This design comes from an exercise in tuning for small area, a short achievable clock period and few clock cycles per item on the open sky130 flow, not from production work. Where RTL was checked, it was by simulation tests only, not by an equivalence proof against the original. Function not checked in run 1: the RTL went through the layout flow alone. Power is estimated from default activity; no workload was simulated.

==> flow/design.v, too long to show whole: its modules and the start of the top module <==
// module mux2X1: 8 lines
// module carry_lookahead_adder_8_bit: 19 lines
// module CLA_8bit_slice: 38 lines
// module carry_lookahead_adder_32_bit: 13 lines
// module mpa_bx: 6 lines
// module mpa_xor: 5 lines
// module mpa_ha: 6 lines
// module mpa_and: 5 lines
// module mpa_gp: 6 lines
// module mpa_nd: 6 lines
// module mpa_ng: 5 lines
// module mp_adder: 1062 lines
module mp_adder (
    input  wire         iAddSub,
    input  wire         iClk,
    input  wire         iRst,
    input  wire         iStart,
    input  wire [511:0] iOpA,
    input  wire [511:0] iOpB,
    output wire [512:0] oRes,
    output wire         oDone);
  // ...
==> flow/flow/run.sh <==
#!/bin/bash
# Standard ORFS layout (the standard.sh) with three changes to how it is done:
# - buffer_ports gives every input and output port a buf_1 cell (the resizer
#   still sizes them as timing needs) instead of the cell it picks by default;
# - the ports are placed in bit order round the die edge, each bit's
#   iOpA/iOpB/oRes side by side (flow/pinorder.tcl, before place_pins);
# - before the resize step's repair_design, high-fanout nets get buffer trees
#   built from their sinks' locations (flow/pre_resize.tcl, flow/tree.tcl).
set -euo pipefail
export BUFFER_PORTS_ARGS="-buffer_cell sky130_fd_sc_hd__buf_1"
export PRE_IO_PLACEMENT_TCL="$(pwd)/flow/pinorder.tcl"
export PRE_RESIZE_TCL="$(pwd)/flow/pre_resize.tcl"
bash standard.sh > standard_flow.log 2>&1
==> flow/flow/pinorder.tcl <==
# Place the ports in bit order around the die: bit i's iOpA[i], iOpB[i] and
# oRes[i] sit next to each other, bits 0..511 go round the die edge (bottom
# left to right, right edge upwards, top right to left, left edge downwards),
# and the control ports fill the gap between bit 511 and bit 0.
proc po_slots {} {
  set block [ord::get_db_block]
  set die [$block getDieArea]
  set dbu [$block getDbUnitsPerMicron]
  set W [expr {[$die xMax] / double($dbu)}]
  set H [expr {[$die yMax] / double($dbu)}]
  set m 10.0
  set slots {}
  # bottom: met2 tracks x = 0.23 + 0.46k, two tracks apart
  for {set x [expr {0.23 + 0.46 * ceil(($m - 0.23) / 0.46)}]} {$x <= $W - $m} {set x [expr {$x + 0.92}]} {
    lappend slots [list met2 $x 0.0]
  }
  # right: met3 tracks y = 0.34 + 0.68k
  for {set y [expr {0.34 + 0.68 * ceil(($m - 0.34) / 0.68)}]} {$y <= $H - $m} {set y [expr {$y + 1.36}]} {
    lappend slots [list met3 $W $y]
  }
  # top, right to left
  set top {}
  for {set x [expr {0.23 + 0.46 * ceil(($m - 0.23) / 0.46)}]} {$x <= $W - $m} {set x [expr {$x + 0.92}]} {
    lappend top [list met2 $x $H]
  }
  set slots [concat $slots [lreverse $top]]
  # left, top to bottom
  set left {}
  for {set y [expr {0.34 + 0.68 * ceil(($m - 0.34) / 0.68)}]} {$y <= $H - $m} {set y [expr {$y + 1.36}]} {
    lappend left [list met3 0.0 $y]
  }
  return [concat $slots [lreverse $left]]
}

proc po_place {name slot} {
  lassign $slot layer x y
  if {$layer == "met2"} { set sz {0.14 0.485} } else { set sz {0.8 0.3} }
  place_pin -pin_name $name -layer $layer -location [list $x $y] -pin_size $sz -force_to_die_boundary
}

proc po_all {} {
  set slots [po_slots]
  set ns [llength $slots]
  set ctrl {iClk iRst iStart iAddSub oDone oRes[512]}
  # bits spread evenly over the ring, leaving room for the control ports at the end
  set nbits 512
  set used [expr {3 * $nbits + [llength $ctrl]}]
  if {$used > $ns} { error "pinorder: $used ports but only $ns slots" }
  set step [expr {double($ns - [llength $ctrl]) / $nbits}]
  for {set i 0} {$i < $nbits} {incr i} {
    set s [expr {int(floor($i * $step))}]
    po_place "iOpA\[$i\]" [lindex $slots $s]
    po_place "iOpB\[$i\]" [lindex $slots [expr {$s + 1}]]
    po_place "oRes\[$i\]" [lindex $slots [expr {$s + 2}]]
  }
  set s [expr {$ns - [llength $ctrl]}]
  foreach c $ctrl {
    po_place $c [lindex $slots $s]
    incr s
  }
  puts "pinorder: placed [expr {3 * $nbits + [llength $ctrl]}] ports on $ns slots"
}
po_all
==> flow/flow/pre_resize.tcl <==
# Runs inside ORFS's resize step (3_4), after global placement and before its
# repair_design: every signal net with more than 12 sinks gets a buffer tree
# built from its sinks' placed locations (flow/tree.tcl), instead of the
# chain of buffers that repair_design would lay along the net.
source [file join [file dirname [info script]] tree.tcl]
bt_all 12 12 8 {sky130_fd_sc_hd__buf_4 sky130_fd_sc_hd__buf_8}
==> flow/flow/tree.tcl <==
# Buffer trees for high-fanout signal nets, built by recursive bisection of
# the sinks' placed locations (a leaf buffer drives at most LEAF sinks that
# lie close together; upper levels drive at most UP buffers each).
proc bt_split {pts maxn} {
  # pts: list of {pin x y}; returns a list of clusters of at most maxn points
  if {[llength $pts] <= $maxn} { return [list $pts] }
  set xs [lmap p $pts {lindex $p 1}]
  set ys [lmap p $pts {lindex $p 2}]
  set dx [expr {[tcl::mathfunc::max {*}$xs] - [tcl::mathfunc::min {*}$xs]}]
  set dy [expr {[tcl::mathfunc::max {*}$ys] - [tcl::mathfunc::min {*}$ys]}]
  set k [expr {$dx >= $dy ? 1 : 2}]
  set s [lsort -real -index $k $pts]
  # split into halves whose sizes are multiples of maxn where possible
  set n [llength $s]
  set nc [expr {($n + $maxn - 1) / $maxn}]
  set h [expr {(($nc + 1) / 2) * $maxn}]
  if {$h >= $n} { set h [expr {$n / 2}] }
  return [concat [bt_split [lrange $s 0 [expr {$h - 1}]] $maxn] [bt_split [lrange $s $h end] $maxn]]
}

proc bt_sinks {net} {
  set pts {}
  foreach it [$net getITerms] {
    if {[$it isOutputSignal]} { continue }
    set inst [$it getInst]
    set bb [$inst getBBox]
    set x [expr {([$bb xMin] + [$bb xMax]) / 2.0}]
    set y [expr {([$bb yMin] + [$bb yMax]) / 2.0}]
    lappend pts [list "[$inst getName]/[[$it getMTerm] getName]" $x $y]
  }
  return $pts
}

proc bt_net {netname leaf up cells} {
  set block [ord::get_db_block]
  set dbu [$block getDbUnitsPerMicron]
  set lvl 0
  set maxn $leaf
  while {1} {
    set net [$block findNet $netname]
    set pts [bt_sinks $net]
    if {[llength $pts] <= $maxn} { break }
    set cell [lindex $cells [expr {min($lvl, [llength $cells] - 1)}]]
    set i 0
    foreach cl [bt_split $pts $maxn] {
      set sx 0.0; set sy 0.0
      foreach p $cl { set sx [expr {$sx + [lindex $p 1]}]; set sy [expr {$sy + [lindex $p 2]}] }
      set cx [expr {$sx / [llength $cl] / $dbu}]
      set cy [expr {$sy / [llength $cl] / $dbu}]
      set pins [get_pins [lmap p $cl {lindex $p 0}]]
      insert_buffer -buffer_cell $cell -net [get_nets $netname] -load_pins $pins -location [list $cx $cy] \
        -buffer_name "bt_${lvl}_${i}_$netname"
      incr i
    }
    puts "bt_net $netname: level $lvl, $i buffers of $cell"
    incr lvl
    set maxn $up
  }
}

# all signal nets with more than minfo sinks (clock nets excluded)
proc bt_all {minfo leaf up cells} {
  set block [ord::get_db_block]
  set names {}
  foreach net [$block getNets] {
    if {[$net getSigType] != "SIGNAL"} { continue }
    if {[$net isSpecial]} { continue }
    set n 0
    set drv 0
    foreach it [$net getITerms] { if {[$it isOutputSignal]} { incr drv } else { incr n } }
    if {$drv != 1 || $n <= $minfo} { continue }
    if {[llength [$net getBTerms]] > 0} { continue }
    lappend names [$net getName]
  }
  foreach nm $names { bt_net $nm $leaf $up $cells }
}
==> flow/standard.sh <==
#!/bin/bash
# synth_recipe.tcl (not shown) runs the flow's synth.tcl, then flattens the netlist and writes it again
# the make line also repeats each setting of config.mk as NAME=value (left out here)
make -C /OpenROAD-flow-scripts/flow DESIGN_CONFIG=/design/flow/config.mk WORK_HOME=/design/flow/orfs CLKGATE_MAP_FILE= SYNTH_SCRIPT=/design/flow/synth_recipe.tcl "${@:-finish}"
==> flow/config.mk <==
export PLATFORM = sky130hd
export DESIGN_NAME = mp_adder
export DESIGN_NICKNAME = mp_adder
export VERILOG_FILES = /design/flow/design.v
export SDC_FILE = /design/flow/constraint.sdc
export NUM_CORES = 4
export LEC_CHECK = 0
export CAP_MARGIN = 20
export CORE_AREA = 10 10 460 460
export DIE_AREA = 0 0 470 470
export GPL_TIMING_DRIVEN = 0
export SETUP_SLACK_MARGIN = 0.8
export SLEW_MARGIN = 20
export SYNTH_HIERARCHICAL = 1
==> flow/constraint.sdc <==
create_clock -name core_clock -period 5.0 [get_ports {iClk}]
set_input_delay 1.0000 -clock core_clock [delete_from_list [all_inputs] [get_ports {iClk}]]
set_output_delay 1.0000 -clock core_clock [all_outputs]
set_load 0.01 [all_outputs]
==> summary.txt, run 1 <==
DRC errors left: 0
most frequent cells in the layout: buf_1 (1537), xor2_1 (1450), and2_1 (791)
Unique masters post-synth: 10
area grow syn2layout: 38.36%
Flop pwr share: 0.128
WHS Path Cells: 2
largest cell class by area: multi-input combinational cells
Synth Area in Simple Gates: 0.2162
Seq/total area: 0.06041
prevailing post-synth register cell: dfxtp_1
number of synthesized flops with an enable pin: 0
First-pass DRT Iterations: 4
Post-Place Setup Slack: -1.629 ns
number of buffers added on ports: 1541
status: finished clean
Largest stage delay, worst path: 0.23 ns
initial antenna violation count: 25
mux cell area share after synthesis: 0
dpl cell area: 0.04046 mm²
Largest regs: rC x127, rCout x1, rDone x1
setup tns final: 0 ns
dpl hpwl: 133.9 mm
synthesized area: 0.03090 mm²
final wirelength: 147.1 mm
Hold Path Sink: rDone
final hold slack: 0.6717 ns
fmax: 239.1 MHz
slowest cell on the critical path: buf_6
DIE AREA: 0.2209 mm²
number of global-route vias before repair: 34192
number of diodes: 14
Final Util: 0.2117
Least-Margin Pin Slew: 0.7763 ns
slew margin rel.: 0.4846
fill count: 23104
IO Pins: 0
layout cells sized above 1: 0.05991
total setup buffers inserted after CTS: 50
core box area: 0.2019 mm²
==> inputs of run 2 (changes only) <==
--- a/flow/design.v
+++ b/flow/design.v
@@ -129,18 +129,17 @@
     wire [127:0] cg, cp, cc;
     reg  [127:1] rC;      
     reg         rCout;
     reg         rDone;
     wire [127:0] ci = {rC, iAddSub};
     genvar j;
     generate for (j = 0; j < 128; j = j + 1) begin : chunk
         mpa_bx  u_bx  (.s(iAddSub), .b(iOpB[4*j +: 4]), .bx(bx[4*j +: 4]));
-        mpa_xor u_p   (.a(iOpA[4*j +: 4]), .b(bx[4*j +: 4]), .y(p[4*j +: 4]));
-        mpa_and u_g   (.a(iOpA[4*j +: 4]), .b(bx[4*j +: 4]), .y(g[4*j +: 4]));
+        mpa_ha  u_pg  (.a(iOpA[4*j +: 4]), .b(bx[4*j +: 4]), .p(p[4*j +: 4]), .g(g[4*j +: 4]));
         mpa_gp  u_gp  (.p(p[4*j +: 4]), .g(g[4*j +: 4]), .G(cg[j]), .Pc(cp[j]));
         assign c[4*j] = ci[j];
         mpa_ng  u_c1  (.gh(g[4*j+0]), .ph(p[4*j+0]), .gl(c[4*j+0]), .g(c[4*j+1]));
         mpa_ng  u_c2  (.gh(g[4*j+1]), .ph(p[4*j+1]), .gl(c[4*j+1]), .g(c[4*j+2]));
         mpa_ng  u_c3  (.gh(g[4*j+2]), .ph(p[4*j+2]), .gl(c[4*j+2]), .g(c[4*j+3]));
         mpa_xor u_s   (.a(p[4*j +: 4]), .b(c[4*j +: 4]), .y(sum[4*j +: 4]));
     end endgenerate
     wire G0c;
--- a/flow/flow/pinorder.tcl
+++ b/flow/flow/pinorder.tcl
@@ -1,12 +1,13 @@
 # Place the ports in bit order around the die: bit i's iOpA[i], iOpB[i] and
 # oRes[i] sit next to each other, bits 0..511 go round the die edge (bottom
 # left to right, right edge upwards, top right to left, left edge downwards),
-# and the control ports fill the gap between bit 511 and bit 0.
+# and the control ports fill the gap between bit 511 and bit 0, in the
+# middle of the left edge.
 proc po_slots {} {
   set block [ord::get_db_block]
   set die [$block getDieArea]
   set dbu [$block getDbUnitsPerMicron]
   set W [expr {[$die xMax] / double($dbu)}]
   set H [expr {[$die yMax] / double($dbu)}]
   set m 10.0
   set slots {}
@@ -36,16 +37,23 @@
   lassign $slot layer x y
   if {$layer == "met2"} { set sz {0.14 0.485} } else { set sz {0.8 0.3} }
   place_pin -pin_name $name -layer $layer -location [list $x $y] -pin_size $sz -force_to_die_boundary
 }
 
 proc po_all {} {
   set slots [po_slots]
   set ns [llength $slots]
+  # start the ring at the middle of the left edge, so that the control ports
+  # (placed last) sit in the middle of the left edge, as close to the die
+  # centre as an edge port can be
+  set nl 0
+  foreach sl $slots { if {[lindex $sl 0] == "met3" && [lindex $sl 1] == 0.0} { incr nl } }
+  set rot [expr {$ns - $nl / 2 + 3}]
+  set slots [concat [lrange $slots $rot end] [lrange $slots 0 [expr {$rot - 1}]]]
   set ctrl {iClk iRst iStart iAddSub oDone oRes[512]}
   # bits spread evenly over the ring, leaving room for the control ports at the end
   set nbits 512
   set used [expr {3 * $nbits + [llength $ctrl]}]
   if {$used > $ns} { error "pinorder: $used ports but only $ns slots" }
   set step [expr {double($ns - [llength $ctrl]) / $nbits}]
   for {set i 0} {$i < $nbits} {incr i} {
     set s [expr {int(floor($i * $step))}]
==> summary.txt, run 2 <==
Largest Register: rC
DIE AREA: 0.2209 mm² (unchanged)
total of max-cap violations: 0
setup tns final: 0 ns (unchanged)
Initial Util: 0.1467
drt wl/cell: 17.92 µm
fin cells: 7968
sequential cell area: 0.002582 mm²
prevailing post-synth register cell: dfxtp_1
Worst Hold Class: input port to flip-flop
fill count: 23019 (-0.37%)
CTS root buf: clkbuf_16
top-area cell type share of the netlist area: 0.3028
core box area: 0.2019 mm² (unchanged)
# hold bufs at CTS: 0
Starting DRT DRC Count: 836
syn_nets: 5130
htree depth: 4
Unique masters post-synth: 11 (+1)
dpl hpwl: 130.4 mm (-2.6%)
status: finished clean
area grow syn2layout: 38.88%
Synth Register Bits: 129
CTS Buf Count: 17
GRT Residual Overflow: 0
Final Critical Period: 4.197 ns
Least-Margin Pin Slew: 0.6010 ns (-0.1753 ns)
final hold slack: 0.6800 ns (+0.008364 ns)
Setup crit end kind: output port
setup violators final: 0
Overall Global Routing Usage: 0.1212
Largest regs: rC x127, rCout x1, rDone x1
Max VDD drop: 0.3064 mV
startpoint types: input port
cell with the most instances after synthesis: xor2_1
most frequent cells in the layout: buf_1 (1506), xor2_1 (1016), a21o_1 (763)
pin count of the biggest net entering global routing: 17
RSZ-0062 raised after global routing: yes
layout cells sized above 1: 0.05195 (-0.007957)
Vias: 31176
Bufs on Longest Clock Path: 2
Avg Cell Area, Syn: 8.250 µm²
Mapped Cells: 3590
most common cell after layout, fill and taps aside: buf_1
Max Slew Vio Count: 0
dpl cell area: 0.03919 mm² (-3.1%)
final wirelength: 142.8 mm (-2.9%)
Placer Congestion: 0.8354
critical path required time: 4.00 ns
Post-Place Setup Slack: -1.354 ns (+0.2749 ns)
power per cell area: 254.7 mW/mm²
number of buffers added on ports: 1541 (unchanged)
Hold Fails Final Rpt: 0
slew margin rel.: 0.5994 (+0.1148)
initial antenna violation count: 19 (-24%)
IO Pins: 0 (unchanged)
fin nets: 6803
First-pass DRT Iterations: 5 (+1)
fin worst setup slack: 0.8026 ns
top cells by count, synth: xor2_1 (1024), a21o_1 (833), ha_1 (512)
Cell Rows: 165
register area share after synthesis: 0.08720
max FFs per register: 127
clock sink count: 129
Synth async-reset ratio: 0
Synth warnings: 7
number of global-route vias before repair: 32184 (-5.9%)
first-pass GRT wire length: 199.7 mm
fin crit share: 0.8395
DRC errors left: 0 (unchanged)
Crit Path Max Fanout: 8
Detail Route Antenna Nets: 0
Clock transition at path regs: 0.07 ns
Chip Height: 470 µm
CTS tree: yes
vias per inst: 3.913
synthesized area: 0.02962 mm² (-4.1%)
Arr. time, crit path: 3.20 ns
number of synthesized flops with an enable pin: 0 (unchanged)
largest cells by area after synthesis: xor2_1 (30%), ha_1 (22%), a21o_1 (21%)
placed cells: 7853
fmax: 238.2 MHz (-0.37%)
multi-input logic area: 0.02745 mm²
die width: 470 µm
fin area: 0.04113 mm²
Yosys top cell by area: xor2_1
Crit Path Class: input port to output port
Leak: 0.02119 µW
## run 2: metal layers
layer,track usage,share of wire,up-vias
li1,-,-,16021
met3,0.03731,0.067,146
met1,0.1313,0.39,14098
met4,0.02797,0.021,6
met5,0.003676,0.0010,-
met2,0.2277,0.52,905
## run 2: area by class of cell
| class | count | area share |
|---|---|---|
| Multi-Input combinational cell | 3460 | 0.6673 |
| Timing Repair Buffer | 1654 | 0.1733 |
| Tap cell | 2672 | 0.08128 |
| Sequential cell | 129 | 0.06279 |
| Clock buffer | 18 | 0.01043 |
| Clock inverter | 12 | 0.003377 |
| Antenna cell | 22 | 0.001338 |
| Buffer | 1 | 0.0001825 |
## run 2: through the flow
step	util	power, µW
2_1_floorplan	-	5958
4_1_cts	0.1991	10640
5_1_grt	0.2035	11470
6_report	0.2037	10480
3_5_place_dp	0.1941	9021
3_3_place_gp	0.1919	8990
## run 2: path summary, 6_finish.rpt
kind | from | to | slack (ns) | cells after the start
max | iAddSub | oRes[315] | 0.80 | 12
min | iRst | rDone | 0.68 | 2
## run 2: cell families after synthesis
kind of cell               count (synthesis)  share of synthesized area
adders and majority gates                512                     0.2163
DFF                                      129                    0.08720
xor gates and xnor gates                1024                     0.3028
AOI/OAI and AO/OA                       1217                     0.2760
and+or+nand+nor                          707                     0.1174
buffers and inverters                      1                  0.0002536
## run 2: where the power goes
| group | internal, µW | total [µW] | switching, µW |
|---|---|---|---|
| clock network | 727 | 1370 | 638 |
| registers | 1240 | 1380 | 143 |
| logic | 3070 | 7730 | 4660 |
## run 2: critical path, cell delays in order
cell	delay [ns]
buf_8	0.10
buf_16	0.15
buf_16	0.18
clkbuf_16	0.19
buf_12	0.15
xor2_1	0.16
ha_1	0.34
a21o_1	0.20
a21o_1	0.19
a21o_1	0.17
xor2_1	0.15
buf_2	0.15
## run 2: what timing repair did
item / in CTS / in global routing
pin swaps: 1 / 66
endpoints found under the setup margin: 216 / 158
cloned: 0 / 4
setup buffers: 4 / 55
resized for setup: 153 / 83
## run 2: modules after synthesis (local to each module, per instance)
module	cells inside	cell area (µm²)	flops+latches	times used
mpa_xor	4	35.03	0	128
mpa_gp	6	26.28	0	128
mpa_ha	4	50.05	0	128
mpa_nd	2	13.76	0	321
mpa_ng	1	7.507	0	512
mpa_bx	4	35.03	0	128
mp_adder	132	2618	129	1
Testbench counts of run 2, summed over its fixed seeds: cycles 768, items 384.

what the ideal ports hide:
The flow's constraints put no driver on any port. The routed layouts listed below were extracted and timed again, unchanged, in two steps.
Step 1 (the two cells are an assumption about what drives the block):
set clk [get_ports {iClk}]
set_driving_cell -lib_cell sky130_fd_sc_hd__clkbuf_16 $clk
set_driving_cell -lib_cell sky130_fd_sc_hd__buf_2 [delete_from_list [all_inputs] $clk]
Step 2, shift: input delay + t, output delay - t, t = (earliest + latest rising clock arrival at the registers) / 2. This alone moves slack from input paths to output paths.
Three values: ideal ports, drivers, drivers and shift; two values: the first two.
run	t (ns)	slack for setup (ns)	hold WS [ns]	worst setup path after step 2	worst register clock-pin slew, ns
run 1	0.622	0.818 / 0.764 / 0.257	0.672 / 0.603 / 1.225	input to register	0.08 / 0.08
run 2	0.583	0.803 / 0.760 / 0.245	0.680 / 0.644 / 1.227	input to register	0.08 / 0.08
After both steps every run listed still meets setup and hold. For run 1, which loses most, drivers alone change the setup slack by -0.054 ns; drivers and shift together by -0.561 ns.
